This is an optimization exercise on Yosys and OpenROAD, whose aim is a short achievable clock period and few clock cycles, not a production implementation.
Where RTL was checked, it was by simulation tests only, not by an equivalence proof against the original.
The RTL of runs 1 and 2 was laid out without a check of its function.
No activity file was given, so power comes from the tool's default toggle rates.

## design/flow/config.mk

```make
export PLATFORM = sky130hd
export DESIGN_NAME = CacheController
export DESIGN_NICKNAME = CacheController
export VERILOG_FILES = /design/flow/design.v
export SDC_FILE = /design/flow/constraint.sdc
export NUM_CORES = 4
export LEC_CHECK = 0
export ABC_CLOCK_PERIOD_IN_PS = 2000
export CAP_MARGIN = 20
export CORE_MARGIN = 2
export CORE_UTILIZATION = 45
export PLACE_DENSITY = 0.6
export SETUP_SLACK_MARGIN = 3.1
export SLEW_MARGIN = 20
```

## design/flow/constraint.sdc

```tcl
create_clock -name core_clock -period 5.5 [get_ports {clk}]
set_input_delay 1.1000 -clock core_clock [delete_from_list [all_inputs] [get_ports {clk}]]
set_output_delay 1.1000 -clock core_clock [all_outputs]
set_load 0.01 [all_outputs]
```

## design/flow/design.v

```verilog
`timescale 1ns / 1ps
module CacheController(
    rst,
    clk,
    wr,
    rd,
    data_rd,
    data_wr,
    addr_req,
    addr_resp,
    rdy,
    busy,
    wr_mem,
    rd_mem,
    busy_mem,
    data_rd_mem,
    data_wr_mem,
    addr_mem,
    cache_miss_count,
    cache_hit_count
    );
    input  rst;
    input  clk;
    input  wr;
    input  rd;
    output [31:0] data_rd;
    reg    [31:0] data_rd;
    input  [31:0] data_wr;
    input  [31:0] addr_req;
    output [31:0] addr_resp;
    reg    [31:0] addr_resp;
    output rdy;
    reg    rdy;
    output busy;
    reg    busy;
    output  wr_mem;
    output  rd_mem;
    input   busy_mem;
    input  [31:0] data_rd_mem;
    output [31:0] data_wr_mem;
    output [31:0] addr_mem;
    output [31:0] cache_miss_count;
    output [31:0] cache_hit_count;
    reg [15:0]  cache_valid;
    reg [23:0]  cache_tag [15:0];
    wire [23:0] addr_tag   = addr_req[31:8];
    wire [3:0]  addr_index = addr_req[7:4];
    wire req = wr | rd;
    assign rd_mem      = rd;
    assign wr_mem      = wr;
    assign addr_mem    = addr_req;
    assign data_wr_mem = data_wr;
    reg [15:0] line_hit;
    integer i;
    always @(*) begin
        for (i = 0; i < 16; i = i + 1)
            line_hit[i] = (addr_index == i) && cache_valid[i] && (cache_tag[i] == addr_tag);
    end
    wire hit = |line_hit;
    reg [31:0] cache_hit_count, cache_miss_count;
    always @(posedge clk or posedge rst) begin
        if (rst) begin
            cache_valid      <= 16'h0000;
            rdy              <= 1'b0;
            busy             <= 1'b1;
            cache_hit_count  <= 32'd0;
            cache_miss_count <= 32'd0;
        end else begin
            rdy  <= req;
            busy <= busy_mem;
            if (req) begin
                cache_valid[addr_index] <= 1'b1;
                if (hit)
                    cache_hit_count <= cache_hit_count + 32'd1;
                else
                    cache_miss_count <= cache_miss_count + 32'd1;
            end
        end
    end
    always @(posedge clk) begin
        if (req)
            cache_tag[addr_index] <= addr_tag;
    end
    always @(posedge clk or posedge rst) begin
        if (rst) begin
            addr_resp <= 32'h00000000;
            data_rd   <= 32'h00000000;
        end else begin
            addr_resp <= addr_req;
            data_rd   <= data_rd_mem;
        end
    end
endmodule
```

## design/flow/run.sh

```bash
#!/bin/bash
# synth_recipe.tcl (not shown) runs the flow's synth.tcl, then flattens the netlist and writes it again
# the make line also repeats each setting of config.mk as NAME=value (left out here)
make -C /OpenROAD-flow-scripts/flow DESIGN_CONFIG=/design/flow/config.mk WORK_HOME=/design/flow/orfs CLKGATE_MAP_FILE= SYNTH_SCRIPT=/design/flow/synth_recipe.tcl finish
```

==> results of run 1 <==
power by group:
group / switching, uW / total (uW) / leakage (uW) / internal, uW
combinational: 608 / 1180 / 0.00585 / 567
clock: 1620 / 3800 / 0.000906 / 2180
sequential: 71.7 / 4530 / 0.00521 / 4460
total: 2300 / 9500 / 0.0120 / 7200
metrics by stage:
step	instances	cell area [um^2]	utilization (%)	power (uW)
3_5_place_dp	2307	25370	51.71	5429
4_1_cts	2605	30920	63.03	9510
2_1_floorplan	1497	23200	-	5098
3_3_place_gp	2307	25370	51.71	5418
5_1_grt	2629	31380	63.97	9790
6_report	2630	31380	63.97	9501
worst max-delay path by stage:
stage | from | endpoint | slack (ns)
3_3_place_gp | addr_req[5] | cache_hit_count[6] | 0.46
6_report | addr_req[5] | cache_hit_count[6] | 2.56
3_5_place_dp | addr_req[5] | cache_hit_count[6] | 0.44
2_1_floorplan | addr_req[5] | cache_hit_count[6] | 2.27
4_1_cts | addr_req[14] | cache_miss_count[28] | 2.62
5_1_grt | addr_req[5] | cache_hit_count[12] | 2.52
metal layers:
layer | vias up | track usage [%] | share of wire, %
met2 | 509 | 42.51 | 48
met1 | 7324 | 37.35 | 42
met3 | 106 | 5.034 | 7.3
met5 | - | 0 | 0
met4 | 0 | 8.433 | 2.6
li1 | 6170 | - | -
state kept, by name, summed over array words and instances (netlist names):
| register | cells |
|---|---|
| cache_valid | 16 |
| data_rd | 32 |
| busy | 1 |
| cache_miss_count | 32 |
| cache_hit_count | 32 |
| cache_tag | 384 |
| rdy | 1 |
| addr_resp | 32 |
worst register-to-register path: cells and delay by family (launching register included):
family	cells	cell delay [ns]
flip-flops	1	0.39
XOR/XNOR	1	0.14
AND/OR/NAND/NOR	7	2.01
logic make-up (layout without fill, tap and decap cells):
logic type                 after synthesis  count (layout)  synth area share [%]
and+or+nand+nor                        342             342                 8.685
xor gates and xnor gates               449             449                 17.59
other                                    0               2                     0
adders and majority gates                7               7                0.3902
AOI/OAI and AO/OA                       24              24                0.8139
DFF                                    530             530                 67.66
buffers and inverters                  143             610                 4.761
muxes                                    2               2                0.1003
cell type report:
type / instances / area (um^2) / share of cell area (%)
antenna: 2 / 5.005 / 0.01595
inverter: 9 / 58.81 / 0.1874
tap: 664 / 830.8 / 2.648
sequential: 530 / 15200 / 48.46
clock buffer: 81 / 1607 / 5.120
timing repair buffer: 495 / 6113 / 19.48
multi-input combinational: 824 / 7330 / 23.36
clock inverter: 25 / 230.2 / 0.7337
Yosys cell counts, drive strengths merged, types with 10 or more instances:
library cell,count
a31o,10
and2,10
and3,11
buf,122
clkbuf,12
dfrtp,145
edfxtp,384
nand2,34
nand3,49
nand4,37
nor2,36
nor3,33
nor4,99
xnor2,40
xor2,409
timing repair:
| action | CTS | global route |
|---|---|---|
| hold buffers | 0 | 0 |
| gates cloned | 36 | 1 |
| pin swaps | 64 | 32 |
| gates resized for setup | 790 | 72 |
| setup endpoints to repair | 628 | 149 |
| setup buffers | 156 | 22 |
==> impl_metrics.tcl, run 1 <==
set metrics [dict create \
    status "timing/DRC/antenna clean" \
    cts_tree "yes" \
    slew_headroom_pct 26.78 \
    synth_area_um2 22440 \
    r2r-end "cache_miss_count[28]" \
    fmax_mhz 340.6 \
    pwr_density_cell_nw_per_um2 302.8 \
    grt-ovfl-total 0 \
    setup_viol_count_final 0 \
    area_growth_pct 39.81 \
    crit_fanout 7 \
    rows 81 \
    drive_gt1_share_pct 32.54 \
    wl_um 68670 \
    synth_edf_count 384 \
    hold_viol_final 0 \
    viasPerCell 5.365 \
    regToRegSetupSlack_ns 2.84 \
    cts_buffers 56 \
    die_h_um 227.3 \
    floorplan.initialDensity_pct 45.76 \
    port_buffers 232 \
    path_cells "buf_12, inv_12, ha_4, nand4b_1, nor4_2, nand4_1, o22ai_4, nor4_4, buf_4, and2_4, or4b_4, xnor2_2" \
    grt_first_pass_wirelength_um 97480 \
    slowest_stage "or4b_4" \
    cts_buffer_depth 3 \
    period_minus_slack_ns 2.936 \
    finalCritPeriodShare_pct 53.39 \
    synth_async_sr_flop_share_pct 27.55 \
    ys_seq_elements 530 \
    ctsHtreeMaxLevel 2 \
    clock_latency_ns 0.64 \
    place_ws_ns 0.4450 \
    worst_hold_slack_ns 0.4563 \
    route.vias.total 14109 \
    cap_viol_max_count 0 \
    yosysWarnings 1 \
    hold_depth 1 \
    yosysTopAreaCell "edfxtp_1" \
    synth_nets 1605 \
    setup_slack_ns 2.564 \
    crit_family "simple AND/OR/NAND/NOR gates" \
    antenna_left 0 \
    cp-end-kind "flip-flop" \
    place.gp.congestion 0.7943 \
    critPathBufInv 3 \
    final_cell_mix "xor2_1, edfxtp_1, buf_4" \
    finalMaxSlewViolations 0 \
    worst_r2r_path_depth 8 \
    grt_max_degree 147 \
    ys_seq_area_share_pct 67.66 \
    clk_pin_slew_ns 0.06 \
    tns_ns 0 \
    ys_types 40 \
    drtPass1Iterations 5 \
    rsz0062_at_grt "true" \
    drt_first_iter_violations 1265 \
    die-area_um2 51680 \
    core-area_um2 49050 \
    max_stage_delay_ns 0.50 \
    syn-instance-count 1497 \
    worst_pin_slew_ns 1.096 \
    synthFlopType "edfxtp_1" \
    hold_end "cache_valid[7]" \
    cts.sinks 530 \
    hp-start "cache_valid[7]" \
    drc 0 \
    grt_pass1_vias 13945 \
    cp_data_arrival_time_ns 3.45 \
    ir_worst_vdd_mv 0.2488 \
    wl_per_cell_um 26.11 \
    hpwl_um 33550 \
    io_pins 297 \
    clockRootBuffer "clkbuf_16" \
    r2r-start "cache_miss_count[6]" \
    critPathKind "input port to flip-flop" \
    synth_area_leaders "edfxtp_1, dfrtp_1, xor2_1" \
    track_usage_pct 26.72 \
    path_depth 12 \
    fillCellCount 3583 \
    final_nets 2024 \
    finClkSkew_ns 0.02444 \
    start_kind "input port" \
    mostFrequentLayoutCell "xor2_1" \
    p_leak_uw 0.01197 \
    crit_required_ns 6.01 \
    postSynthAreaPerCell_um2 14.99 \
    synth_top_area_share_pct 51.38 \
    antenna_found_initial 4 \
    die_x_um 227.3 \
    hold_class "flip-flop to flip-flop" \
]
==> run 2: changes to the inputs <==
--- a/design/flow/config.mk
+++ b/design/flow/config.mk
@@ -6,9 +6,9 @@
 export NUM_CORES = 4
 export LEC_CHECK = 0
-export ABC_CLOCK_PERIOD_IN_PS = 2000
+export ABC_CLOCK_PERIOD_IN_PS = 1000
 export CAP_MARGIN = 20
 export CORE_MARGIN = 2
 export CORE_UTILIZATION = 45
 export PLACE_DENSITY = 0.6
-export SETUP_SLACK_MARGIN = 3.1
+export SETUP_SLACK_MARGIN = 3.3
 export SLEW_MARGIN = 20
==> impl_metrics.tcl, run 2 <==
set metrics [dict create \
    status "timing/DRC/antenna clean" \
    drtPass1Iterations 5 \
    core-area_um2 49050 \
    cts_buffers 57 \
    viasPerCell 5.349 \
    max_stage_delay_ns 0.51 \
    synth_top_area_share_pct 51.38 \
    synthFlopType "edfxtp_1" \
    total_power_uw 9546 \
    ctsHtreeMaxLevel 2 \
    power.internal_uw 7257 \
    cp-end-kind "flip-flop" \
    yosysWarnings 1 \
    worst_pin_slew_ns 1.197 \
    antenna_left 0 \
    p_sw_share_pct 23.98 \
    clk_pin_slew_ns 0.06 \
    fin_area_um2 31310 \
    finalCritPeriodShare_pct 54.44 \
    cp-startpoint "addr_req[17]" \
    crit_fanout 11 \
    setup_slack_ns 2.506 \
    fmax_mhz 334.0 \
    pwr-share-seq_pct 47.6 \
    setup_viol_count_final 0 \
    hpwl_um 33890 \
    final_cells 2641 \
    port_buffers 232 \
    tns_ns 0 \
    p_comb_share_pct 12.5 \
    drive_gt1_share_pct 37.18 \
    final_nets 2036 \
    wl_per_cell_um 25.31 \
    syn-instance-count 1497 \
    final_cell_mix "xor2_1, edfxtp_1, buf_4" \
    route.vias.total 14126 \
    cts_buffer_depth 3 \
    die-area_um2 51680 \
    postSynthAreaPerCell_um2 14.99 \
    yosysTopAreaCell "edfxtp_1" \
    wl_um 66840 \
    synth_nets 1605 \
    r2r-start "cache_hit_count[4]" \
    grt-ovfl-total 0 \
    cts_tree "yes" \
    start_kind "input port" \
    synth_common_cells "xor2_1, edfxtp_1, dfrtp_1" \
    drt_first_iter_violations 1005 \
    finClkSkew_ns 0.02813 \
    p_leak_uw 0.01201 \
    ir_worst_vdd_mv 0.2582 \
    multi_input_comb_area_um2 7425 \
    largest_reg_flops 384 \
    path_cells "buf_16, xor2_1, nor4_1, nand4_1, o22ai_4, nor4_4, buf_4, nand2_8, buf_6, buf_16, nand2_4, mux2_4" \
    die_x_um 227.3 \
    slowest_stage "nor4_1" \
    synth_area_um2 22440 \
    seq_area_um2 15210 \
    synth_edf_count 384 \
    cpMostUsedCell "buf_16" \
    yosysMostFrequentCell "xor2_1" \
    top_register "cache_tag" \
    grt_max_degree 130 \
    mostFrequentLayoutCell "xor2_1" \
    place.gp.congestion 0.7695 \
    synth_async_sr_flop_share_pct 27.55 \
    period_minus_slack_ns 2.994 \
    antenna_found_initial 0 \
    critPathKind "input port to flip-flop" \
    finalMaxSlewViolations 0 \
    synth_area_leaders "edfxtp_1, dfrtp_1, xor2_1" \
    pwr_density_cell_nw_per_um2 304.9 \
    drc 0 \
    cap_viol_max_count 0 \
    rows 81 \
    ys_types 40 \
    clockRootBuffer "clkbuf_16" \
    floorplan.initialDensity_pct 45.76 \
    ys_seq_elements 530 \
    clock_latency_ns 0.64 \
    area_growth_pct 39.48 \
    io_pins 297 \
    clockPowerShare_pct 40.0 \
    p_sw_uw 2289 \
    ys_seq_area_share_pct 67.66 \
    dpl_cell_area_um2 25450 \
    fillCellCount 3638 \
    slew_headroom_pct 19.91 \
    grt_pass1_vias 13914 \
    cp_data_arrival_time_ns 3.50 \
    grt_first_pass_wirelength_um 95770 \
    track_usage_pct 26.05 \
    dp_cells 2314 \
    crit_required_ns 6.01 \
    die_h_um 227.3 \
    rsz0062_at_grt "true" \
    place_ws_ns 0.5084 \
    cts.sinks 530 \
    antennaDiodeCount 0 \
    hold_buffers 0 \
    hold_viol_final 0 \
    hold_class "flip-flop to flip-flop" \
    hp-start "cache_valid[5]" \
]
==> run 2: kinds of logic after synthesis <==
group                      share of synthesized area [%]
DFF                                                67.66
xor gates and xnor gates                           17.59
and+or+nand+nor                                    8.685
buffers and inverters                              4.761
AOI/OAI and AO/OA                                 0.8139
adders and majority gates                         0.3902
muxes                                             0.1003
==> run 2: final cells by class <==
| cell class | instances | area share, % |
|---|---|---|
| clock inverters | 30 | 0.9273 |
| inverters | 9 | 0.1878 |
| multi-input cells | 824 | 23.72 |
| well taps | 664 | 2.654 |
| flip-flops and latches | 530 | 48.58 |
| repair buffers | 506 | 18.96 |
| clock buffers | 78 | 4.972 |
==> run 2: per-stage QoR <==
step / util (%) / hold WS, ns
2_1_floorplan: - / 0.4274
3_3_place_gp: 51.89 / 0.4397
3_5_place_dp: 51.89 / 0.4439
4_1_cts: 61.98 / 0.4574
5_1_grt: 63.82 / 0.4820
6_report: 63.82 / 0.4573
==> run 2: worst paths after layout <==
check	depth (start not counted)	endpoint	slack [ns]
worst max-delay path	12	cache_hit_count[1]	2.51
worst min-delay path	1	cache_valid[5]	0.46
worst max register to register	7	cache_hit_count[27]	2.75
worst min register to register	1	cache_valid[5]	0.46
max in group asynchronous	3	cache_hit_count[26]	3.55
min in group asynchronous	2	data_rd[24]	0.83
==> run 2: worst max-delay path, delay by kind of cell <==
family / cells / cell delay, ns
simple gates: 5 / 1.06
xor+xnor: 1 / 0.17
mux: 1 / 0.31
buf+inv: 4 / 0.56
compound gates: 1 / 0.28
==> run 2: power by group through the flow <==
stage	clock (uW)	sequential [uW]	combinational (uW)
after floorplan	0	4640	477
after global placement	0	4630	792
after detailed placement	0	4640	800
after CTS	3870	4540	1130
after global routing	4040	4550	1260
final	3810	4540	1190
==> run 2: routing by layer <==
metal	track usage, %	vias to the layer above	share of wire (%)
met5	0	-	0
li1	-	6197	-
met4	7.590	0	2.6
met2	42.20	420	49
met1	36.16	7405	42
met3	4.633	104	6.0
==> run 2: what timing repair did <==
action                     4_1_cts  5_1_grt
setup endpoints to repair      660      331
pin swaps                       52       80
cloned                          29        2
resized for setup             1090       95
setup buffers                  154       34
==> run 3: changes to the inputs <==
--- a/design/flow/design.v
+++ b/design/flow/design.v
@@ -58,22 +58,50 @@
     end
     wire hit = |line_hit;
-    reg [31:0] cache_hit_count, cache_miss_count;
+    reg [31:0] hit_base, hit_base1, miss_base, miss_base1;
+    reg [7:0]  hit_sel, miss_sel;
+    wire [31:0] hit_now, miss_now;    
+    genvar g;
+    generate
+        for (g = 0; g < 8; g = g + 1) begin : grp
+            assign hit_now[4*g+3:4*g]  = hit_sel[g]  ? hit_base1[4*g+3:4*g]  : hit_base[4*g+3:4*g];
+            assign miss_now[4*g+3:4*g] = miss_sel[g] ? miss_base1[4*g+3:4*g] : miss_base[4*g+3:4*g];
+        end
+    endgenerate
+    assign cache_hit_count  = hit_now;
+    assign cache_miss_count = miss_now;
+    wire [7:0] hit_carry, miss_carry;
+    generate
+        for (g = 0; g < 8; g = g + 1) begin : cry
+            if (g == 0) begin : c0
+                assign hit_carry[g]  = 1'b1;
+                assign miss_carry[g] = 1'b1;
+            end else begin : cn
+                assign hit_carry[g]  = &hit_now[4*g-1:0];
+                assign miss_carry[g] = &miss_now[4*g-1:0];
+            end
+        end
+    endgenerate
     always @(posedge clk or posedge rst) begin
         if (rst) begin
-            cache_valid      <= 16'h0000;
-            rdy              <= 1'b0;
-            busy             <= 1'b1;
-            cache_hit_count  <= 32'd0;
-            cache_miss_count <= 32'd0;
+            cache_valid <= 16'h0000;
+            rdy         <= 1'b0;
+            busy        <= 1'b1;
+            hit_sel     <= 8'h00;
+            miss_sel    <= 8'h00;
+            hit_base    <= 32'd0;
+            hit_base1   <= 32'd1;
+            miss_base   <= 32'd0;
+            miss_base1  <= 32'd1;
         end else begin
-            rdy  <= req;
-            busy <= busy_mem;
-            if (req) begin
+            rdy        <= req;
+            busy       <= busy_mem;
+            hit_sel    <= (req &&  hit) ? hit_carry  : 8'h00;
+            miss_sel   <= (req && !hit) ? miss_carry : 8'h00;
+            hit_base   <= hit_now;
+            hit_base1  <= hit_now + 32'd1;
+            miss_base  <= miss_now;
+            miss_base1 <= miss_now + 32'd1;
+            if (req)
                 cache_valid[addr_index] <= 1'b1;
-                if (hit)
-                    cache_hit_count <= cache_hit_count + 32'd1;
-                else
-                    cache_miss_count <= cache_miss_count + 32'd1;
-            end
         end
     end
--- a/design/flow/config.mk
+++ b/design/flow/config.mk
@@ -6,9 +6,9 @@
 export NUM_CORES = 4
 export LEC_CHECK = 0
-export ABC_CLOCK_PERIOD_IN_PS = 1000
+export ABC_CLOCK_PERIOD_IN_PS = 2000
 export CAP_MARGIN = 20
 export CORE_MARGIN = 2
 export CORE_UTILIZATION = 45
 export PLACE_DENSITY = 0.6
-export SETUP_SLACK_MARGIN = 3.3
+export SETUP_SLACK_MARGIN = 3.1
 export SLEW_MARGIN = 20
==> impl_metrics.tcl, run 3 <==
set metrics [dict create \
    antenna_left 0 \
    final_nets 2306 \
    critPathKind "flip-flop to output port" \
    synth_nets 1748 \
    antenna_found_initial 3 \
    clk_pin_slew_ns 0.06 \
    clock_latency_ns 0.61 \
    p_leak_uw 0.01379 \
    wl_um 72350 \
    finalMaxSlewViolations 0 \
    crit_fanout 3 \
    rsz0062_at_grt "true" \
    die_h_um 240.5 \
    cts_buffers 67 \
    yosysTopAreaCell "edfxtp_1" \
    drt_first_iter_violations 1112 \
    dpl_cell_area_um2 28030 \
    port_buffers 232 \
    pwr_density_cell_nw_per_um2 307.4 \
    slowest_stage "dfrtp_2" \
    hold_viol_final 0 \
    route.vias.total 15447 \
    die-area_um2 57860 \
    worst_r2r_path_depth 19 \
    area_growth_pct 40.56 \
    synth_area_um2 25180 \
    syn-instance-count 1640 \
    start_kind "flip-flop" \
    cts.sinks 610 \
    hpwl_um 37150 \
    r2r-start "miss_sel[4]" \
    grt_max_degree 170 \
    final_cells 2997 \
    yosysWarnings 1 \
    ys_seq_elements 610 \
    hold_depth 1 \
    wl_per_cell_um 24.14 \
    grt_first_pass_wirelength_um 103400 \
    critPathBufInv 4 \
    regToRegSetupSlack_ns 2.78 \
    max_stage_delay_ns 0.44 \
    cts_tree "yes" \
    yosysMostFrequentCell "edfxtp_1" \
    io_pins 297 \
    dp_cells 2547 \
    fin_area_um2 35390 \
    postSynthAreaPerCell_um2 15.35 \
    rows 86 \
    total_power_uw 10880 \
    hold_class "flip-flop to flip-flop" \
    r2r-end "miss_base1[17]" \
    drive_gt1_share_pct 37.59 \
    drtPass1Iterations 7 \
    synthFlopType "edfxtp_1" \
    mostFrequentLayoutCell "edfxtp_1" \
    final_cell_mix "edfxtp_1, xnor2_1, buf_4" \
    clockRootBuffer "clkbuf_16" \
    period_minus_slack_ns 2.757 \
    core-area_um2 55200 \
    finalCritPeriodShare_pct 50.13 \
    synth_area_leaders "edfxtp_1, dfrtp_1, xnor2_1" \
    track_usage_pct 24.84 \
    crit_required_ns 4.40 \
    path_cells "buf_6, buf_6, mux2i_4, inv_2, buf_6" \
    ir_worst_vdd_mv 0.2313 \
    hold_buffers 0 \
    hp-start "cache_valid[11]" \
    crit_family "buffers and inverters" \
    cpMostUsedCell "buf_6" \
    ctsHtreeMaxLevel 3 \
    cap_viol_max_count 0 \
    cp-end-kind "output port" \
    worst_hold_slack_ns 0.4647 \
    finClkSkew_ns 0.02232 \
    synth_edf_count 384 \
    grt_pass1_vias 15623 \
    hold_end "cache_valid[11]" \
    drc 0 \
    status "timing/DRC/antenna clean" \
    fmax_mhz 362.7 \
    floorplan.initialDensity_pct 45.61 \
    viasPerCell 5.154 \
    grt-ovfl-total 0 \
    cp_data_arrival_time_ns 1.66 \
    ys_types 56 \
    synth_common_cells "edfxtp_1, xnor2_1, dfrtp_1" \
    top_register "cache_tag" \
    synth_async_sr_flop_share_pct 37.05 \
    synth_top_area_share_pct 45.80 \
    setup_viol_count_final 0 \
    place.gp.congestion 0.8135 \
    cts_buffer_depth 3 \
    die_x_um 240.5 \
    worst_pin_slew_ns 1.094 \
    ys_seq_area_share_pct 68.27 \
    largest_reg_flops 384 \
    tns_ns 0 \
    slew_headroom_pct 27.09 \
]
[run 3: worst register-to-register path, delay by kind of cell, from the launching register on]
family	cells	cell delay (ns)
buf+inv	16	1.71
flops	1	0.44
mux	1	0.18
simple gates	1	0.15
xor+xnor	1	0.12
[run 3: cell type report]
cell class,instances,area [um^2]
antenna,1,2.502
clock buffer,92,1873
sequential,610,17210
fill,3971,19810
tap,748,935.9
multi-input combinational,868,8000
clock inverter,27,356.6
timing repair buffer,618,6863
inverter,33,150.1
[run 3: stage by stage]
step	setup WS, ns	util [%]
after floorplan	1.450	-
after global placement	1.246	50.70
after detailed placement	1.236	50.77
after CTS	2.733	62.21
after global routing	2.712	64.11
final	2.743	64.11
[run 3: report_power, final]
part / total (uW) / leakage [uW] / internal, uW / switching (uW)
Sequential: 5140 / 0.00636 / 5060 / 85.0
Combinational: 1160 / 0.00635 / 592 / 564
Clock: 4580 / 0.00109 / 2730 / 1850
[run 3: worst max path at each step]
stage                            to         from  cells past startpoint
2_1_floorplan          addr_resp[0]          rst                      1
3_3_place_gp             hit_sel[2]  addr_req[7]                      8
3_5_place_dp             hit_sel[6]  addr_req[7]                      8
4_1_cts         cache_miss_count[5]  miss_sel[1]                      3
5_1_grt        cache_miss_count[16]  miss_sel[4]                      5
6_report       cache_miss_count[16]  miss_sel[4]                      5
[run 3: cells by family (layout without fill, tap and decap cells)]
kind of cell               count (synthesis)  count (layout)  synth area share, %
adders and majority gates                  7               7               0.3478
AOI/OAI and AO/OA                         43              43                1.416
muxes                                     62              62                2.629
buffers and inverters                    163             770                4.939
DFF                                      610             610                68.27
xor gates and xnor gates                 441             441                15.34
other                                      0               1                    0
and+or+nand+nor                          314             315                7.056
[run 3: routing by layer]
metal / part of all wire [%] / global-route usage [%] / vias to the layer above
met4: 3.2 / 9.825 / 4
li1: - / - / 6883
met1: 42 / 33.08 / 7979
met5: 0.039 / 0 / -
met2: 49 / 40.33 / 457
met3: 5.9 / 4.827 / 124
[run 3: timing repair]
action | in CTS | in global routing
gates cloned | 15 | 0
gates resized for setup | 991 | 133
pin swaps | 17 | 40
setup buffers | 260 | 55
endpoints found under the setup margin | 588 | 200
Testbench counts of run 3, summed over its fixed seeds: cycles 16,008.
==> run 4: changes to the inputs <==
--- a/design/flow/config.mk
+++ b/design/flow/config.mk
@@ -6,9 +6,11 @@
 export NUM_CORES = 4
 export LEC_CHECK = 0
-export ABC_CLOCK_PERIOD_IN_PS = 2000
+export ABC_CLOCK_PERIOD_IN_PS = 400
 export CAP_MARGIN = 20
 export CORE_MARGIN = 2
 export CORE_UTILIZATION = 45
+export CTS_CLUSTER_DIAMETER = 80
+export CTS_CLUSTER_SIZE = 40
 export PLACE_DENSITY = 0.6
-export SETUP_SLACK_MARGIN = 3.1
+export SETUP_SLACK_MARGIN = 3.2
 export SLEW_MARGIN = 20
==> impl_metrics.tcl, run 4 <==
set metrics [dict create \
    hpwl_um 37300 \
    setup_slack_ns 2.789 \
    place_ws_ns 1.244 \
    mostFrequentLayoutCell "edfxtp_1" \
    dpl_cell_area_um2 28070 \
    synthMuxAreaShare_pct 2.629 \
    yosysWarnings 1 \
    grt_max_degree 86 \
    die-area_um2 57860 \
    postSynthAreaPerCell_um2 15.35 \
    grt_pass1_vias 15377 \
    crit_fanout 4 \
    die_h_um 240.5 \
    wl_um 71420 \
    synth_top_family_by_area "XOR/XNOR gates" \
    rows 86 \
    place.gp.congestion 0.8321 \
    cap_viol_max_count 0 \
    crit_required_ns 4.40 \
    pwr_density_cell_nw_per_um2 271.6 \
    cp-end-kind "output port" \
    hold_class "flip-flop to flip-flop" \
    final_cell_mix "edfxtp_1, xnor2_1, buf_4" \
    yosysMostFrequentCell "edfxtp_1" \
    floorplan.initialDensity_pct 45.61 \
    setup_viol_count_final 0 \
    fin_area_um2 34680 \
    grt_first_pass_wirelength_um 102700 \
    ys_seq_elements 610 \
    cts_buffer_depth 3 \
    cts_buffers 37 \
    start_kind "flip-flop" \
    synth_fa_ha_area_share_pct 0.3478 \
    antenna_found_initial 0 \
    finish.utilization_pct 62.83 \
    finalMaxSlewViolations 0 \
    synth_area_leaders "edfxtp_1, dfrtp_1, xnor2_1" \
    top_register "cache_tag" \
    wl_per_cell_um 23.99 \
    status "timing/DRC/antenna clean" \
    clock_latency_ns 0.59 \
    cts.sinks 610 \
    yosysTopAreaCell "edfxtp_1" \
    slew_headroom_pct 34.97 \
    final_nets 2311 \
    synth_async_sr_flop_share_pct 37.05 \
    drc 0 \
    finClkSkew_ns 0.02934 \
    worst_pin_slew_ns 0.9734 \
    area_growth_pct 37.75 \
    syn-instance-count 1640 \
    cts_tree "yes" \
    synth_top_area_share_pct 45.80 \
    largest_reg_flops 384 \
    clockRootBuffer "clkbuf_16" \
    die_x_um 240.5 \
    drive_gt1_share_pct 41.00 \
    p_leak_uw 0.01354 \
    fillCellCount 4056 \
    io_pins 297 \
    drtPass1Iterations 5 \
    final_cells 2977 \
    regToRegSetupSlack_ns 3.03 \
    clk_pin_slew_ns 0.10 \
    rsz0062_at_grt "true" \
    viasPerCell 5.146 \
    ys_seq_area_share_pct 68.27 \
    antenna_left 0 \
    track_usage_pct 24.51 \
    drt_first_iter_violations 1135 \
    port_buffers 232 \
    dp_cells 2551 \
    ctsHtreeMaxLevel 2 \
    synth_common_cells "edfxtp_1, xnor2_1, dfrtp_1" \
    antennaDiodeCount 0 \
    tns_ns 0 \
    route.vias.total 15319 \
    synth-compound-area-share_pct 1.416 \
    critPathKind "flip-flop to output port" \
    ys_types 56 \
    synthFlopType "edfxtp_1" \
    synth_nets 1748 \
    synth_edf_count 384 \
    period_minus_slack_ns 2.711 \
    ir_worst_vdd_mv 0.1860 \
    cp_data_arrival_time_ns 1.61 \
    synth_xor_area_share_pct 15.34 \
    synth_simple_gate_area_share_pct 7.056 \
    hold_viol_final 0 \
    finalCritPeriodShare_pct 49.30 \
    synth_area_um2 25180 \
    fmax_mhz 368.8 \
    grt-ovfl-total 0 \
    core-area_um2 55200 \
]
## run 4: final timing paths
path,startpoint,to,cells after the start
max in group asynchronous,rst,miss_sel[0],3
setup reg to reg,hit_sel[6],hit_base1[30],18
hold / removal,cache_valid[3],cache_valid[3],1
setup / recovery,miss_sel[6],cache_miss_count[26],3
hold reg to reg,cache_valid[3],cache_valid[3],1
min in group asynchronous,rst,hit_base1[14],2
## run 4: power breakdown
part / total, uW / switching [uW] / internal (uW)
registers: 5140 / 88.1 / 5050
logic: 1170 / 565 / 604
clock network: 3110 / 1680 / 1430
total: 9420 / 2330 / 7090
## run 4: critical path: stages (launching register included)
cell and delay [ns]:
dfrtp_2 0.47, buf_6 0.13, mux2_4 0.30, buf_6 0.13
## run 4: kinds of logic (layout without fill, tap and decap cells)
family / after synthesis / after routing
flip-flops: 610 / 610
XOR/XNOR: 441 / 441
AND/OR/NAND/NOR: 314 / 316
buffers and inverters: 163 / 750
multiplexers: 62 / 62
AO/OA/AOI/OAI: 43 / 43
adder cells (fa/ha/maj): 7 / 7
## run 4: timing repair
item	in CTS	in global routing
endpoints found under the setup margin	591	198
hold buffers	0	0
gates cloned	18	2
buffers inserted	281	60
pin swaps	37	39
resized for setup	1156	155
## run 4: final cells by class
type	count	area [um^2]	share of cell area (%)
clock buffers	40	947.2	2.731
clock inverters	25	329.1	0.9487
inverters	33	150.1	0.4329
multi-input cells	869	8130	23.44
flip-flops and latches	610	17210	49.62
well taps	748	935.9	2.698
repair buffers	652	6982	20.13
## run 4: routing by layer
layer	vias to the layer above	routed length, um	track usage, %
li1	6865	-	-
met1	7992	30180	33.51
met2	370	36560	42.07
met3	92	3074	2.802
met4	0	1611	5.872
met5	-	0	0
## run 4: through the flow
step                      total power, uW  hold WS (ns)
after floorplan                      5749        0.4073
after global placement               6030        0.4224
after detailed placement             6046        0.4317
after CTS                            9446        0.4664
after global routing                 9740        0.4910
final                                9419        0.4727
==> run 5: changes to the inputs <==
--- a/design/flow/config.mk
+++ b/design/flow/config.mk
@@ -6,11 +6,10 @@
 export NUM_CORES = 4
 export LEC_CHECK = 0
-export ABC_CLOCK_PERIOD_IN_PS = 400
 export CAP_MARGIN = 20
 export CORE_MARGIN = 2
-export CORE_UTILIZATION = 45
+export CORE_UTILIZATION = 30
 export CTS_CLUSTER_DIAMETER = 80
 export CTS_CLUSTER_SIZE = 40
-export PLACE_DENSITY = 0.6
+export PLACE_DENSITY = 0.45
 export SETUP_SLACK_MARGIN = 3.2
 export SLEW_MARGIN = 20
==> impl_metrics.tcl, run 5 <==
set metrics [dict create \
    finalMaxSlewViolations 0 \
    antenna_found_initial 0 \
    clockRootBuffer "clkbuf_16" \
    grt_first_pass_wirelength_um 111700 \
    place.gp.congestion 0.7584 \
    final_cell_mix "edfxtp_1, xnor2_1, buf_4" \
    cts.sinks 610 \
    wl_per_cell_um 23.95 \
    finClkSkew_ns 0.02195 \
    p_sw_uw 2424 \
    synth_nets 1748 \
    synthFlopType "edfxtp_1" \
    drc 0 \
    r2r-end "miss_base1[22]" \
    yosysMostFrequentCell "edfxtp_1" \
    drtPass1Iterations 5 \
    route.vias.total 14990 \
    endpoint "cache_miss_count[23]" \
    ys_seq_elements 610 \
    regToRegSetupSlack_ns 2.73 \
    largest_reg_flops 384 \
    final_cells 3297 \
    cts_tree "yes" \
    cts_buffer_depth 3 \
    ys_types 56 \
    postSynthAreaPerCell_um2 15.35 \
    p_comb_share_pct 11.9 \
    hold_viol_final 0 \
    p_leak_uw 0.01345 \
    synth_top_area_share_pct 45.80 \
    synth_common_cells "edfxtp_1, xnor2_1, dfrtp_1" \
    drt_first_iter_violations 743 \
    clk_pin_slew_ns 0.09 \
    finalCritPeriodShare_pct 50.39 \
    clockPowerShare_pct 35.1 \
    synth_area_leaders "edfxtp_1, dfrtp_1, xnor2_1" \
    grt_max_degree 99 \
    io_pins 297 \
    crit_required_ns 4.40 \
    drive_gt1_share_pct 41.32 \
    viasPerCell 4.547 \
    cp_data_arrival_time_ns 1.67 \
    ctsHtreeMaxLevel 2 \
    tns_ns 0 \
    synth_area_um2 25180 \
    cp-startpoint "miss_sel[5]" \
    worst_hold_slack_ns 0.4687 \
    critPathKind "flip-flop to output port" \
    crit_fanout 2 \
    hold_class "flip-flop to flip-flop" \
    synth_async_sr_flop_share_pct 37.05 \
    ys_seq_area_share_pct 68.27 \
    grt_pass1_vias 15336 \
    power.internal_uw 7263 \
    setup_viol_count_final 0 \
    cp-end-kind "output port" \
    wl_um 78980 \
    mostFrequentLayoutCell "edfxtp_1" \
    die-area_um2 86260 \
    worst_r2r_path_depth 20 \
    worst_pin_slew_ns 0.8686 \
    antenna_left 0 \
    floorplan.initialDensity_pct 30.18 \
    ir_worst_vdd_mv 0.1817 \
    final_nets 2296 \
    track_usage_pct 17.97 \
    grt-ovfl-total 0 \
    pwr_density_cell_nw_per_um2 277.1 \
    status "timing/DRC/antenna clean" \
    pwr-share-seq_pct 53.0 \
    start_kind "flip-flop" \
    hold_buffers 0 \
    fmax_mhz 360.8 \
    cap_viol_max_count 0 \
    core-area_um2 83420 \
    yosysTopAreaCell "edfxtp_1" \
    antennaDiodeCount 0 \
    dp_cells 2900 \
    clock_latency_ns 0.59 \
    period_minus_slack_ns 2.771 \
    p_sw_share_pct 25.03 \
    top_register "cache_tag" \
    hpwl_um 43920 \
    die_h_um 293.7 \
    die_x_um 293.7 \
    r2r-start "miss_sel[5]" \
    area_growth_pct 38.84 \
    syn-instance-count 1640 \
    port_buffers 232 \
    cts_buffers 38 \
    yosysWarnings 1 \
    slew_headroom_pct 41.96 \
    synth_edf_count 384 \
    rows 106 \
    rsz0062_at_grt "true" \
]
## run 5: cell counts after synthesis
Identical to the previous run, type by type.
## run 5: cell type report
type	count	area, um^2
Fill cell	7552	48460
Sequential cell	610	17210
Multi-Input combinational cell	869	8152
Timing Repair Buffer	636	6688
Tap cell	1080	1351
Clock buffer	45	1041
Clock inverter	24	365.4
Inverter	33	150.1
## run 5: critical path: stages, from the launching register on
cell     delay [ns]
dfrtp_2        0.42
buf_6          0.12
buf_6          0.12
mux2_4         0.30
buf_6          0.12
## run 5: power by group through the flow
stage	registers [uW]	clock network [uW]	logic [uW]
6_report	5130	3400	1150
5_1_grt	5150	3670	1240
4_1_cts	5130	3520	1140
3_5_place_dp	5220	0	866
3_3_place_gp	5220	0	863
2_1_floorplan	5220	0	533
## run 5: layer usage
| metal | part of all wire (%) | GRT usage, % | wire length [um] |
|---|---|---|---|
| met5 | 0 | 0 | 0 |
| met4 | 1.5 | 3.111 | 1220 |
| met3 | 2.9 | 2.334 | 2288 |
| met2 | 50 | 30.85 | 39520 |
| met1 | 46 | 24.58 | 35950 |
## run 5: repair_timing
| action | CTS | global route |
|---|---|---|
| gates cloned | 15 | 2 |
| pin swaps | 21 | 34 |
| gates resized for setup | 1190 | 155 |
| setup endpoints to repair | 649 | 185 |
| setup buffers | 254 | 56 |
## run 5: metrics by stage
step	setup slack, ns	cell area, um^2	utilization (%)	power [uW]
3_5_place_dp	1.019	28550	34.23	6090
3_3_place_gp	0.9441	28540	34.21	6084
2_1_floorplan	1.450	25910	-	5749
5_1_grt	2.663	34960	41.91	10060
6_report	2.729	34960	41.91	9687
4_1_cts	2.728	33790	40.51	9782
## run 5: worst min-delay path by stage
stage,from,to,slack [ns],depth (start not counted)
after floorplan,miss_base[0],miss_base1[0],0.41,1
after global placement,miss_base[0],miss_base1[0],0.43,1
after detailed placement,miss_base[0],miss_base1[0],0.44,1
after CTS,cache_valid[2],cache_valid[2],0.47,1
after global routing,cache_valid[9],cache_valid[9],0.49,1
final,cache_valid[9],cache_valid[9],0.47,1
## run 5: cells by family (layout without fill, tap and decap cells)
group,count (synthesis),in the layout,synth area share (%)
mux,62,62,2.629
simple gates,314,316,7.056
xor+xnor,441,441,15.34
fa+ha+maj,7,7,0.3478
buf+inv,163,738,4.939
flops,610,610,68.27
compound gates,43,43,1.416
==> run 6: changes to the inputs <==
--- a/design/flow/config.mk
+++ b/design/flow/config.mk
@@ -6,10 +6,11 @@
 export NUM_CORES = 4
 export LEC_CHECK = 0
+export ABC_AREA = 1
 export CAP_MARGIN = 20
 export CORE_MARGIN = 2
-export CORE_UTILIZATION = 30
+export CORE_UTILIZATION = 45
 export CTS_CLUSTER_DIAMETER = 80
 export CTS_CLUSTER_SIZE = 40
-export PLACE_DENSITY = 0.45
+export PLACE_DENSITY = 0.6
 export SETUP_SLACK_MARGIN = 3.2
 export SLEW_MARGIN = 20
==> impl_metrics.tcl, run 6 <==
set metrics [dict create \
    final_nets 3261 \
    die-area_um2 61410 \
    floorplan.initialDensity_pct 45.41 \
    fmax_mhz 365.5 \
    synth_area_um2 26750 \
    synth_common_cells "nand2_1, edfxtp_1, inv_1" \
    route.vias.total 20426 \
    yosysTopAreaCell "edfxtp_1" \
    tns_ns 0 \
    grt-ovfl-total 0 \
    grt.met1_usage_pct 35.46 \
    finalCritPeriodShare_pct 49.74 \
    ys_seq_elements 610 \
    status "timing/DRC/antenna clean" \
    top_register "cache_tag" \
    synth_area_leaders "edfxtp_1, dfrtp_1, nand2_1" \
    finish.utilization_pct 62.14 \
    ys_seq_area_share_pct 64.27 \
    area_growth_pct 36.86 \
    cp_data_arrival_time_ns 1.64 \
    drt_first_iter_violations 1765 \
    pwr_density_cell_nw_per_um2 262.3 \
    mostFrequentLayoutCell "nand2_1" \
    grt_pass1_vias 19949 \
    finalMaxSlewViolations 0 \
    setup_viol_count_final 0 \
    drive_gt1_share_pct 32.49 \
    hpwl_um 47250 \
    fin_area_um2 36610 \
    worst_pin_slew_ns 0.9598 \
    wl_per_cell_um 22.22 \
    die_h_um 247.8 \
    rows 89 \
    grtUsageMet2_pct 47.00 \
    max_stage_delay_ns 0.43 \
    port_buffers 232 \
    period_minus_slack_ns 2.736 \
    finClkSkew_ns 0.04702 \
    largest_reg_flops 384 \
    hp-start "cache_valid[1]" \
    ctsHtreeMaxLevel 2 \
    clock_latency_ns 0.61 \
    setup_slack_ns 2.764 \
    antennaDiodeCount 0 \
    synth_top_area_share_pct 43.11 \
    use_met3_pct 3.612 \
    antenna_left 0 \
    synthFlopType "edfxtp_1" \
    cts_buffers 37 \
    crit_required_ns 4.40 \
    busiest_layer "met2" \
    io_pins 297 \
    cts.sinks 610 \
    grt_first_pass_wirelength_um 123900 \
    cpMostUsedCell "buf_6" \
    regToRegSetupSlack_ns 2.80 \
    ys_types 36 \
    yosysWarnings 1 \
    ir_worst_vdd_mv 0.2377 \
    fillCellCount 4590 \
    drtPass1Iterations 7 \
    place.gp.congestion 0.8839 \
    hold_depth 2 \
    syn-instance-count 2603 \
    slowest_stage "dfrtp_2" \
    total_power_uw 9603 \
    r2r-end "hit_base1[27]" \
    hold_end "cache_valid[1]" \
    cap_viol_max_count 0 \
    hold_class "flip-flop to flip-flop" \
    cp-end-kind "output port" \
    yosysMostFrequentCell "nand2_1" \
    viasPerCell 5.169 \
    dpl_cell_area_um2 29850 \
    postSynthAreaPerCell_um2 10.28 \
    start_kind "flip-flop" \
    p_leak_uw 0.01586 \
    track_usage_pct 27.49 \
    synth_edf_count 384 \
    synth_nets 2711 \
    clk_pin_slew_ns 0.10 \
    critPathKind "flip-flop to output port" \
    clockRootBuffer "clkbuf_16" \
    rsz0062_at_grt "true" \
    die_x_um 247.8 \
    worst_r2r_path_depth 18 \
    wl_um 87820 \
    drc 0 \
    hold_buffers 0 \
    slew_headroom_pct 35.86 \
    antenna_found_initial 1 \
    crit_fanout 4 \
    cts_tree "yes" \
    r2r-start "hit_sel[3]" \
    grt_max_degree 118 \
    place_ws_ns 1.493 \
    synth_async_sr_flop_share_pct 37.05 \
    final_cell_mix "nand2_1, edfxtp_1, inv_1" \
    path_cells "buf_6, buf_8, o21ai_4, inv_2, buf_6" \
    core-area_um2 58910 \
    cts_buffer_depth 3 \
    hold_viol_final 0 \
]
[run 6: layout make-up]
cell class	instances	area [um^2]	share of cell area [%]
clock buffers	42	965.9	2.639
inverters	318	1323	3.613
well taps	773	967.2	2.642
multi-input cells	1555	9092	24.84
clock inverters	23	342.8	0.9365
repair inverters	1	8.758	0.02393
repair buffers	630	6696	18.29
flip-flops and latches	610	17210	47.01
[run 6: worst max-delay path, delay by kind of cell, from the launching register on]
family | cells | cell delay, ns
AOI/OAI and AO/OA | 1 | 0.16
buffers and inverters | 4 | 0.45
DFF | 1 | 0.43
[run 6: power breakdown]
part | leakage [uW] | internal (uW) | switching (uW) | total (uW)
clock | 0.000626 | 1470 | 1730 | 3200
sequential | 0.00633 | 5050 | 71.6 | 5120
combinational | 0.00891 | 571 | 712 | 1280
[run 6: routing by layer]
layer	routed length (um)	vias up
li1	-	9302
met1	34540	10107
met2	43540	811
met3	6005	206
met4	3731	0
met5	0	-
[run 6: kinds of logic (layout without fill, tap and decap cells)]
group                      count (synthesis)  after routing  synth area share (%)
adders and majority gates                  7              7                0.3274
AOI/OAI and AO/OA                        184            184                 3.672
muxes                                     12             12                0.5052
xor gates and xnor gates                 183            183                 5.992
buffers and inverters                    438           1014                 7.409
and+or+nand+nor                         1169           1169                 17.83
DFF                                      610            610                 64.27
[run 6: worst max-delay path by stage]
| stage | startpoint | slack (ns) | cells after the start | to |
|---|---|---|---|---|
| after floorplan | rst | 1.45 | 1 | addr_resp[0] |
| after global placement | addr_req[6] | 1.54 | 13 | miss_sel[7] |
| after detailed placement | addr_req[6] | 1.49 | 13 | miss_sel[2] |
| after CTS | miss_sel[7] | 2.75 | 3 | cache_miss_count[30] |
| after global routing | hit_sel[7] | 2.71 | 5 | cache_hit_count[28] |
| final | hit_sel[7] | 2.76 | 5 | cache_hit_count[28] |
[run 6: timing repair]
action,4_1_cts,5_1_grt
endpoints found under the hold margin,0,0
gates cloned,12,3
setup buffers,272,72
gates resized for setup,1355,255
setup endpoints to repair,596,159
pin swaps,81,84
[run 6: metrics by stage]
| stage | cells | hold slack (ns) |
|---|---|---|
| after floorplan | 2603 | 0.4272 |
| after global placement | 3526 | 0.4463 |
| after detailed placement | 3528 | 0.4551 |
| after CTS | 3877 | 0.4663 |
| after global routing | 3952 | 0.5005 |
| final | 3952 | 0.4765 |
==> run 7: changes to the inputs <==
--- a/design/flow/config.mk
+++ b/design/flow/config.mk
@@ -6,5 +6,5 @@
 export NUM_CORES = 4
 export LEC_CHECK = 0
-export ABC_AREA = 1
+export ABC_CLOCK_PERIOD_IN_PS = 2000
 export CAP_MARGIN = 20
 export CORE_MARGIN = 2
==> impl_metrics.tcl, run 7 <==
set metrics [dict create \
    status "timing/DRC/antenna clean" \
    top_register "cache_tag" \
    hold_viol_final 0 \
    drtPass1Iterations 5 \
    syn-instance-count 1640 \
    cp-end-kind "output port" \
    pwr_density_cell_nw_per_um2 271.6 \
    synth_async_sr_flop_share_pct 37.05 \
    finalMaxSlewViolations 0 \
    tns_ns 0 \
    start_kind "flip-flop" \
    clockRootBuffer "clkbuf_16" \
    period_minus_slack_ns 2.711 \
    synthFlopType "edfxtp_1" \
    grt_max_degree 86 \
    io_pins 297 \
    floorplan.initialDensity_pct 45.61 \
    synth_edf_count 384 \
    antennaDiodeCount 0 \
    slew_headroom_pct 34.97 \
    place.gp.congestion 0.8321 \
    drt_first_iter_violations 1135 \
    path_cells "buf_6, mux2_4, buf_6" \
    yosysTopAreaCell "edfxtp_1" \
    viasPerCell 5.146 \
    grt-ovfl-total 0 \
    largest_reg_flops 384 \
    synth_area_um2 25180 \
    synth_common_cells "edfxtp_1, xnor2_1, dfrtp_1" \
    cpMostUsedCell "buf_6" \
    route.vias.total 15319 \
    area_growth_pct 37.75 \
    wl_per_cell_um 23.99 \
    wl_um 71420 \
    die_x_um 240.5 \
    synth_top_area_share_pct 45.80 \
    finClkSkew_ns 0.02934 \
    clock_latency_ns 0.59 \
    port_buffers 232 \
    cts_buffer_depth 3 \
    core-area_um2 55200 \
    yosysWarnings 1 \
    track_usage_pct 24.51 \
    finish.utilization_pct 62.83 \
    clk_pin_slew_ns 0.10 \
    ctsHtreeMaxLevel 2 \
    worst_pin_slew_ns 0.9734 \
    crit_fanout 4 \
    die_h_um 240.5 \
    ys_seq_elements 610 \
    slowest_stage "dfrtp_2" \
    drc 0 \
    ys_seq_area_share_pct 68.27 \
    crit_required_ns 4.40 \
    cap_viol_max_count 0 \
    setup_viol_count_final 0 \
    ir_worst_vdd_mv 0.1860 \
    hpwl_um 37300 \
    grt_first_pass_wirelength_um 102700 \
    worst_hold_slack_ns 0.4727 \
    die-area_um2 57860 \
    antenna_left 0 \
    rows 86 \
    final_cells 2977 \
    yosysMostFrequentCell "edfxtp_1" \
    ys_types 56 \
    final_cell_mix "edfxtp_1, xnor2_1, buf_4" \
    critPathKind "flip-flop to output port" \
    cp_data_arrival_time_ns 1.61 \
    dp_cells 2551 \
    synth_area_leaders "edfxtp_1, dfrtp_1, xnor2_1" \
    grt_pass1_vias 15377 \
    antenna_found_initial 0 \
    final_nets 2311 \
    hold_class "flip-flop to flip-flop" \
    fmax_mhz 368.8 \
    cts.sinks 610 \
    finalCritPeriodShare_pct 49.30 \
    mostFrequentLayoutCell "edfxtp_1" \
    cts_buffers 37 \
    cts_tree "yes" \
    total_power_uw 9419 \
    postSynthAreaPerCell_um2 15.35 \
    rsz0062_at_grt "true" \
    synth_nets 1748 \
    drive_gt1_share_pct 41.00 \
    fillCellCount 4056 \
    max_stage_delay_ns 0.47 \
    p_leak_uw 0.01354 \
]
[run 7: changes by cell type in the layout (fill, tap and decap cells not counted), sizes merged, moves of 18 or more]
| cell | change |
|---|---|
| xor2 | +37 |
| nor2 | -257 |
| xnor2 | +221 |
| or2 | -18 |
| mux2 | +21 |
| o21ai | -161 |
| nand3 | -26 |
| nand4 | +58 |
| nand2 | -698 |
| inv | -270 |
| mux2i | +29 |
| nor4 | +41 |
[run 7: final timing paths]
check                               start                    to  slack (ns)  cells after the start
min                        cache_valid[3]        cache_valid[3]        0.47                      1
max                           miss_sel[6]  cache_miss_count[26]        2.79                      3
max in group asynchronous             rst           miss_sel[0]        3.41                      3
min in group asynchronous             rst         hit_base1[14]        1.09                      2
min reg2reg                cache_valid[3]        cache_valid[3]        0.47                      1
max reg2reg                    hit_sel[6]         hit_base1[30]        3.03                     18
[run 7: routing by layer]
layer | wire length [um] | track usage [%]
met1 | 30180 | 33.51
met2 | 36560 | 42.07
met3 | 3074 | 2.802
met4 | 1611 | 5.872
met5 | 0 | 0
[run 7: layout make-up]
type                       instances  area, um^2  share of cell area, %
tap                              748       935.9                  2.698
inverter                          33       150.1                 0.4329
clock inverter                    25       329.1                 0.9487
timing repair buffer             652        6982                  20.13
sequential                       610       17210                  49.62
clock buffer                      40       947.2                  2.731
multi-input combinational        869        8130                  23.44
[run 7: what timing repair did]
action | 4_1_cts | 5_1_grt
endpoints found under the hold margin | 0 | 0
hold buffers | 0 | 0
endpoints found under the setup margin | 591 | 198
gates cloned | 18 | 2
gates resized for setup | 1156 | 155
buffers inserted | 281 | 60
pin swaps | 37 | 39
[run 7: cells by family (layout without fill, tap and decap cells)]
family / count (synthesis) / count (layout) / synth area share, %
AO/OA/AOI/OAI: 43 / 43 / 1.416
XOR/XNOR: 441 / 441 / 15.34
adder cells (fa/ha/maj): 7 / 7 / 0.3478
buffers and inverters: 163 / 750 / 4.939
flip-flops: 610 / 610 / 68.27
multiplexers: 62 / 62 / 2.629
AND/OR/NAND/NOR: 314 / 316 / 7.056
[run 7: through the flow]
stage	cell area, um^2	setup slack, ns
after floorplan	25910	1.450
after global placement	28040	1.310
after detailed placement	28070	1.244
after CTS	33820	2.765
after global routing	34680	2.746
final	34680	2.789
[run 7: power by group]
part	internal [uW]	switching, uW
Sequential	5050	88.1
Clock	1430	1680
Combinational	604	565
[run 7: critical path, delay by kind of cell, from the launching register on]
kind | cells | cell delay [ns]
DFF | 1 | 0.47
muxes | 1 | 0.30
buffers and inverters | 2 | 0.26
==> run 8: changes to the inputs <==
--- a/design/flow/config.mk
+++ b/design/flow/config.mk
@@ -6,5 +6,4 @@
 export NUM_CORES = 4
 export LEC_CHECK = 0
-export ABC_CLOCK_PERIOD_IN_PS = 2000
 export CAP_MARGIN = 20
 export CORE_MARGIN = 2
@@ -13,4 +12,4 @@
 export CTS_CLUSTER_SIZE = 40
 export PLACE_DENSITY = 0.6
-export SETUP_SLACK_MARGIN = 3.2
+export SETUP_SLACK_MARGIN = 3.6
 export SLEW_MARGIN = 20
==> impl_metrics.tcl, run 8 <==
set metrics [dict create \
    status "timing/DRC/antenna clean" \
    wl_um 76210 \
    p_sw_share_pct 25.80 \
    dr_wl_met3_um 5063 \
    slew_headroom_pct 52.12 \
    p_leak_uw 0.01421 \
    floorplan.initialDensity_pct 45.61 \
    io_pins 297 \
    hold_class "flip-flop to flip-flop" \
    mostFrequentLayoutCell "edfxtp_1" \
    cp-end-kind "output port" \
    rows 86 \
    final_cell_mix "edfxtp_1, xnor2_1, buf_4" \
    ys_seq_area_share_pct 68.27 \
    dr_wl_met2_um 37780 \
    finalMaxSlewViolations 0 \
    grt_max_degree 123 \
    die_x_um 240.5 \
    antennaDiodeCount 0 \
    fillCellCount 3955 \
    drive_gt1_share_pct 44.65 \
    synth_edf_count 384 \
    worst_pin_slew_ns 0.7116 \
    synth_async_sr_flop_share_pct 37.05 \
    cts.sinks 610 \
    ctsHtreeMaxLevel 2 \
    pwr_density_cell_nw_per_um2 268.2 \
    drc 0 \
    drt_first_iter_violations 1275 \
    crit_required_ns 4.40 \
    cp_data_arrival_time_ns 1.66 \
    p_sw_uw 2492 \
    total_power_uw 9657 \
    wl_met1_um 30390 \
    viasPerCell 5.231 \
    start_kind "flip-flop" \
    synth_area_leaders "edfxtp_1, dfrtp_1, xnor2_1" \
    power.internal_uw 7166 \
    area_growth_pct 43.03 \
    ir_worst_vdd_mv 0.2787 \
    fmax_mhz 362.3 \
    final_nets 2371 \
    ys_types 56 \
    hold_viol_final 0 \
    cap_viol_max_count 0 \
    yosysTopAreaCell "edfxtp_1" \
    die_h_um 240.5 \
    synth_common_cells "edfxtp_1, xnor2_1, dfrtp_1" \
    largest_reg_flops 384 \
    p_comb_share_pct 13.3 \
    pwr-share-seq_pct 53.2 \
    route.top_layer_used "met4" \
    cts_tree "yes" \
    grt-ovfl-total 0 \
    port_buffers 232 \
    antenna_found_initial 0 \
    ys_seq_elements 610 \
    cts_buffers 36 \
    clockPowerShare_pct 33.5 \
    critPathKind "flip-flop to output port" \
    drtPass1Iterations 5 \
    finClkSkew_ns 0.03707 \
    track_usage_pct 25.90 \
    crit_fanout 4 \
    wl_per_cell_um 25.09 \
    clockRootBuffer "clkbuf_16" \
    hold_buffers 0 \
    yosysMostFrequentCell "edfxtp_1" \
    top_register "cache_tag" \
    cts_buffer_depth 3 \
    die-area_um2 57860 \
    synth_nets 1748 \
    rsz0062_at_grt "true" \
    tns_ns 0 \
    period_minus_slack_ns 2.760 \
    worst_hold_slack_ns 0.4715 \
    yosysWarnings 1 \
    place.gp.congestion 0.8151 \
    route.vias.total 15886 \
    antenna_left 0 \
    syn-instance-count 1640 \
    grt_pass1_vias 15790 \
    grt_first_pass_wirelength_um 106700 \
    setup_viol_count_final 0 \
    hpwl_um 37910 \
    finalCritPeriodShare_pct 50.18 \
    postSynthAreaPerCell_um2 15.35 \
    synth_area_um2 25180 \
    clock_latency_ns 0.61 \
    synthFlopType "edfxtp_1" \
    synth_top_area_share_pct 45.80 \
    clk_pin_slew_ns 0.11 \
    core-area_um2 55200 \
]
[run 8: cell counts after synthesis]
No cell type changed its count.
[run 8: per-layer routing]
metal	track usage [%]	vias up
li1	-	6998
met1	33.89	8245
met2	43.07	526
met3	4.953	117
met4	9.599	0
met5	0.2525	-
[run 8: cells by family (layout without fill, tap and decap cells)]
logic type	count (synthesis)	in the layout	share of synthesized area (%)
AOI/OAI and AO/OA	43	43	1.416
xor gates and xnor gates	441	441	15.34
adders and majority gates	7	7	0.3478
buffers and inverters	163	797	4.939
DFF	610	610	68.27
muxes	62	62	2.629
and+or+nand+nor	314	329	7.056
[run 8: area by class of cell]
type                       count  area [um^2]  area share [%]
sequential                   610        17210           47.79
multi-input combinational    882         8632           23.97
timing repair buffer         700         7734           21.47
clock buffer                  40        968.4           2.689
tap                          748        935.9           2.599
clock inverter                24        380.4           1.056
inverter                      33        152.6          0.4239
[run 8: path summary, 6_finish.rpt]
path | to | start | depth (start not counted) | slack, ns
setup / recovery | cache_hit_count[1] | hit_sel[0] | 3 | 2.74
hold reg to reg | cache_valid[3] | cache_valid[3] | 1 | 0.47
hold / removal | cache_valid[3] | cache_valid[3] | 1 | 0.47
min in group asynchronous | hit_base[8] | rst | 2 | 0.80
max in group asynchronous | miss_sel[6] | rst | 3 | 3.77
setup reg to reg | hit_base1[3] | hit_sel[0] | 17 | 2.84
[run 8: through the flow]
| step | setup slack (ns) | cell area, um^2 | cells | utilization (%) |
|---|---|---|---|---|
| 3_3_place_gp | 1.240 | 28250 | 2540 | 51.18 |
| 6_report | 2.740 | 36010 | 3037 | 65.24 |
| 3_5_place_dp | 1.215 | 28280 | 2542 | 51.24 |
| 2_1_floorplan | 1.450 | 26260 | 1640 | - |
| 5_1_grt | 2.694 | 36010 | 3037 | 65.24 |
| 4_1_cts | 2.731 | 34420 | 2945 | 62.36 |
[run 8: timing repair]
item	in CTS	in global routing
setup buffers	310	90
gates cloned	29	2
setup endpoints to repair	655	603
pin swaps	73	78
endpoints found under the hold margin	0	0
gates resized for setup	1244	169
[run 8: critical path: stages (launching register included)]
cell and delay [ns]:
dfrtp_2 0.49, buf_6 0.14, mux2_4 0.30, buf_6 0.13
[run 8: power by group through the flow]
stage | sequential, uW | combinational (uW) | clock (uW)
floorplan | 5220 | 561 | 0
global placement | 5220 | 853 | 0
detailed placement | 5230 | 865 | 0
CTS | 5130 | 1180 | 3310
global route | 5150 | 1360 | 3480
finish | 5130 | 1290 | 3230
==> run 9: changes to the inputs <==
--- a/design/flow/config.mk
+++ b/design/flow/config.mk
@@ -12,4 +12,4 @@
 export CTS_CLUSTER_SIZE = 40
 export PLACE_DENSITY = 0.6
-export SETUP_SLACK_MARGIN = 3.6
+export SETUP_SLACK_MARGIN = 2.95
 export SLEW_MARGIN = 20
==> impl_metrics.tcl, run 9 <==
set metrics [dict create \
    finalMaxSlewViolations 0 \
    synth_xor_area_share_pct 15.34 \
    place.gp.congestion 0.8456 \
    cts.sinks 610 \
    synth_nets 1748 \
    synth-compound-area-share_pct 1.416 \
    cpMostUsedCell "buf_6" \
    grt-ovfl-total 0 \
    final_nets 2206 \
    hpwl_um 37180 \
    mostFrequentLayoutCell "edfxtp_1" \
    cp-end-kind "output port" \
    synth_fa_ha_area_share_pct 0.3478 \
    tns_ns 0 \
    io_pins 297 \
    rsz0062_at_grt "true" \
    viasPerCell 5.228 \
    crit_family "flip-flops" \
    setup_viol_count_final 0 \
    postSynthAreaPerCell_um2 15.35 \
    die_x_um 240.5 \
    synth_edf_count 384 \
    max_stage_delay_ns 0.48 \
    yosysTopAreaCell "edfxtp_1" \
    fillCellCount 4176 \
    synthMuxAreaShare_pct 2.629 \
    critPathKind "flip-flop to output port" \
    ys_seq_elements 610 \
    clock_latency_ns 0.58 \
    clk_pin_slew_ns 0.10 \
    drt_first_iter_violations 1197 \
    cp_data_arrival_time_ns 1.64 \
    syn-instance-count 1640 \
    antenna_found_initial 1 \
    status "timing/DRC/antenna clean" \
    synth_area_um2 25180 \
    synth_async_sr_flop_share_pct 37.05 \
    wl_um 68770 \
    wl_per_cell_um 23.95 \
    synthFlopType "edfxtp_1" \
    finish.utilization_pct 60.40 \
    place_ws_ns 1.352 \
    cap_viol_max_count 0 \
    drtPass1Iterations 7 \
    worst_hold_slack_ns 0.4692 \
    hold_class "flip-flop to flip-flop" \
    ctsHtreeMaxLevel 2 \
    path_cells "buf_6, mux2_4, buf_6" \
    track_usage_pct 23.73 \
    antenna_left 0 \
    synth_top_family_by_area "XOR/XNOR gates" \
    finClkSkew_ns 0.02802 \
    cts_tree "yes" \
    slew_headroom_pct 40.89 \
    drc 0 \
    synth_common_cells "edfxtp_1, xnor2_1, dfrtp_1" \
    dpl_cell_area_um2 27850 \
    crit_required_ns 4.40 \
    floorplan.initialDensity_pct 45.61 \
    route.vias.total 15016 \
    antennaDiodeCount 0 \
    synth_area_leaders "edfxtp_1, dfrtp_1, xnor2_1" \
    die-area_um2 57860 \
    rows 86 \
    start_kind "flip-flop" \
    yosysWarnings 1 \
    fin_area_um2 33340 \
    ys_seq_area_share_pct 68.27 \
    crit_fanout 4 \
    cts_buffers 37 \
    hold_viol_final 0 \
    largest_reg_flops 384 \
    clockRootBuffer "clkbuf_16" \
    fmax_mhz 364.8 \
    worst_pin_slew_ns 0.8867 \
    critPathBufInv 2 \
    p_leak_uw 0.01269 \
    drive_gt1_share_pct 33.66 \
    ys_types 56 \
    cts_buffer_depth 3 \
    ir_worst_vdd_mv 0.2032 \
    period_minus_slack_ns 2.741 \
    core-area_um2 55200 \
    slowest_stage "dfrtp_2" \
    yosysMostFrequentCell "edfxtp_1" \
    port_buffers 232 \
    grt_pass1_vias 14909 \
    grt_max_degree 93 \
    pwr_density_cell_nw_per_um2 281.0 \
    die_h_um 240.5 \
    top_register "cache_tag" \
    setup_slack_ns 2.759 \
    synth_top_area_share_pct 45.80 \
    finalCritPeriodShare_pct 49.84 \
    grt_first_pass_wirelength_um 99260 \
    final_cell_mix "edfxtp_1, xnor2_1, dfrtp_1" \
    synth_simple_gate_area_share_pct 7.056 \
    area_growth_pct 32.41 \
]
==> run 9: worst paths after layout <==
check | start | to | slack [ns] | cells after the start
worst max register to register | miss_sel[5] | miss_base1[21] | 2.88 | 19
worst min register to register | cache_valid[2] | cache_valid[2] | 0.47 | 1
worst min-delay path | cache_valid[2] | cache_valid[2] | 0.47 | 1
worst max-delay path | hit_sel[6] | cache_hit_count[26] | 2.76 | 3
max in group asynchronous | rst | hit_sel[7] | 3.68 | 3
min in group asynchronous | rst | data_rd[24] | 0.92 | 2
==> run 9: layout make-up <==
| cell class | instances | area [um^2] | share of cell area, % |
|---|---|---|---|
| clock buffer | 40 | 937.1 | 2.811 |
| clock inverter | 25 | 366.6 | 1.100 |
| inverter | 33 | 135.1 | 0.4053 |
| multi-input combinational | 878 | 7979 | 23.93 |
| sequential | 610 | 17210 | 51.62 |
| tap | 748 | 935.9 | 2.807 |
| timing repair buffer | 538 | 5777 | 17.33 |
==> run 9: cells by family (layout without fill, tap and decap cells) <==
family | Yosys count | count (layout)
AO/OA/AOI/OAI | 43 | 43
XOR/XNOR | 441 | 441
adder cells (fa/ha/maj) | 7 | 7
buffers and inverters | 163 | 636
flip-flops | 610 | 610
multiplexers | 62 | 62
AND/OR/NAND/NOR | 314 | 325
==> run 9: metrics by stage <==
stage / std cells / power [uW]
final: 2872 / 9370
after detailed placement: 2545 / 6037
after CTS: 2833 / 9392
after global placement: 2543 / 6021
after floorplan: 1640 / 5726
after global routing: 2872 / 9689
==> run 9: routing by layer <==
metal	up-vias	part of all wire [%]	track usage, %
li1	6666	-	-
met1	7820	42	32.47
met2	446	50	39.86
met3	84	5.6	3.752
met4	0	2.0	5.797
met5	-	0	0
==> run 9: repair_timing <==
item,CTS,global route
setup buffers,201,38
pin swaps,30,28
hold buffers,0,0
gates cloned,22,0
endpoints found under the setup margin,577,183
resized for setup,909,120
==> run 9: power by group <==
group	internal [uW]	switching (uW)	total (uW)	leakage [uW]
Clock	1420	1770	3180	0.000628
Sequential	5050	84.0	5130	0.00636
Combinational	509	546	1050	0.00570

what the ideal ports hide:
In the flow no input, the clock included, has a driving cell. The finished layouts below were timed again as built, in two steps.
Step 1 (the two cells are an assumption about what drives the block):
set clk [get_ports {clk}]
set_driving_cell -lib_cell sky130_fd_sc_hd__clkbuf_16 $clk
set_driving_cell -lib_cell sky130_fd_sc_hd__buf_2 [delete_from_list [all_inputs] $clk]
Step 2 also shifts input and output timing later by t, the mid clock arrival at the registers, as if the neighbouring blocks saw the same clock.
Three values: ideal ports, drivers, drivers and shift; two values: the first two.
run	t, ns	setup slack, ns	hold slack, ns
run 1	0.684	2.564 / 2.499 / 1.815	0.456 / 0.456 / 0.456
run 2	0.681	2.506 / 2.441 / 1.760	0.457 / 0.457 / 0.457
run 3	0.657	2.743 / 2.681 / 2.110	0.465 / 0.465 / 0.465
run 4	0.634	2.789 / 2.727 / 2.180	0.473 / 0.473 / 0.473
run 5	0.649	2.729 / 2.661 / 2.068	0.469 / 0.469 / 0.469
run 6	0.647	2.764 / 2.700 / 2.346	0.476 / 0.476 / 0.476
run 7	0.634	2.789 / 2.727 / 2.180	0.473 / 0.473 / 0.473
run 8	0.650	2.740 / 2.676 / 2.123	0.472 / 0.472 / 0.472
run 9	0.630	2.759 / 2.702 / 2.253	0.469 / 0.469 / 0.469
After both steps every run listed still meets setup and hold. For run 1, which loses most, drivers alone change the setup slack by -0.065 ns; drivers and shift together by -0.749 ns.
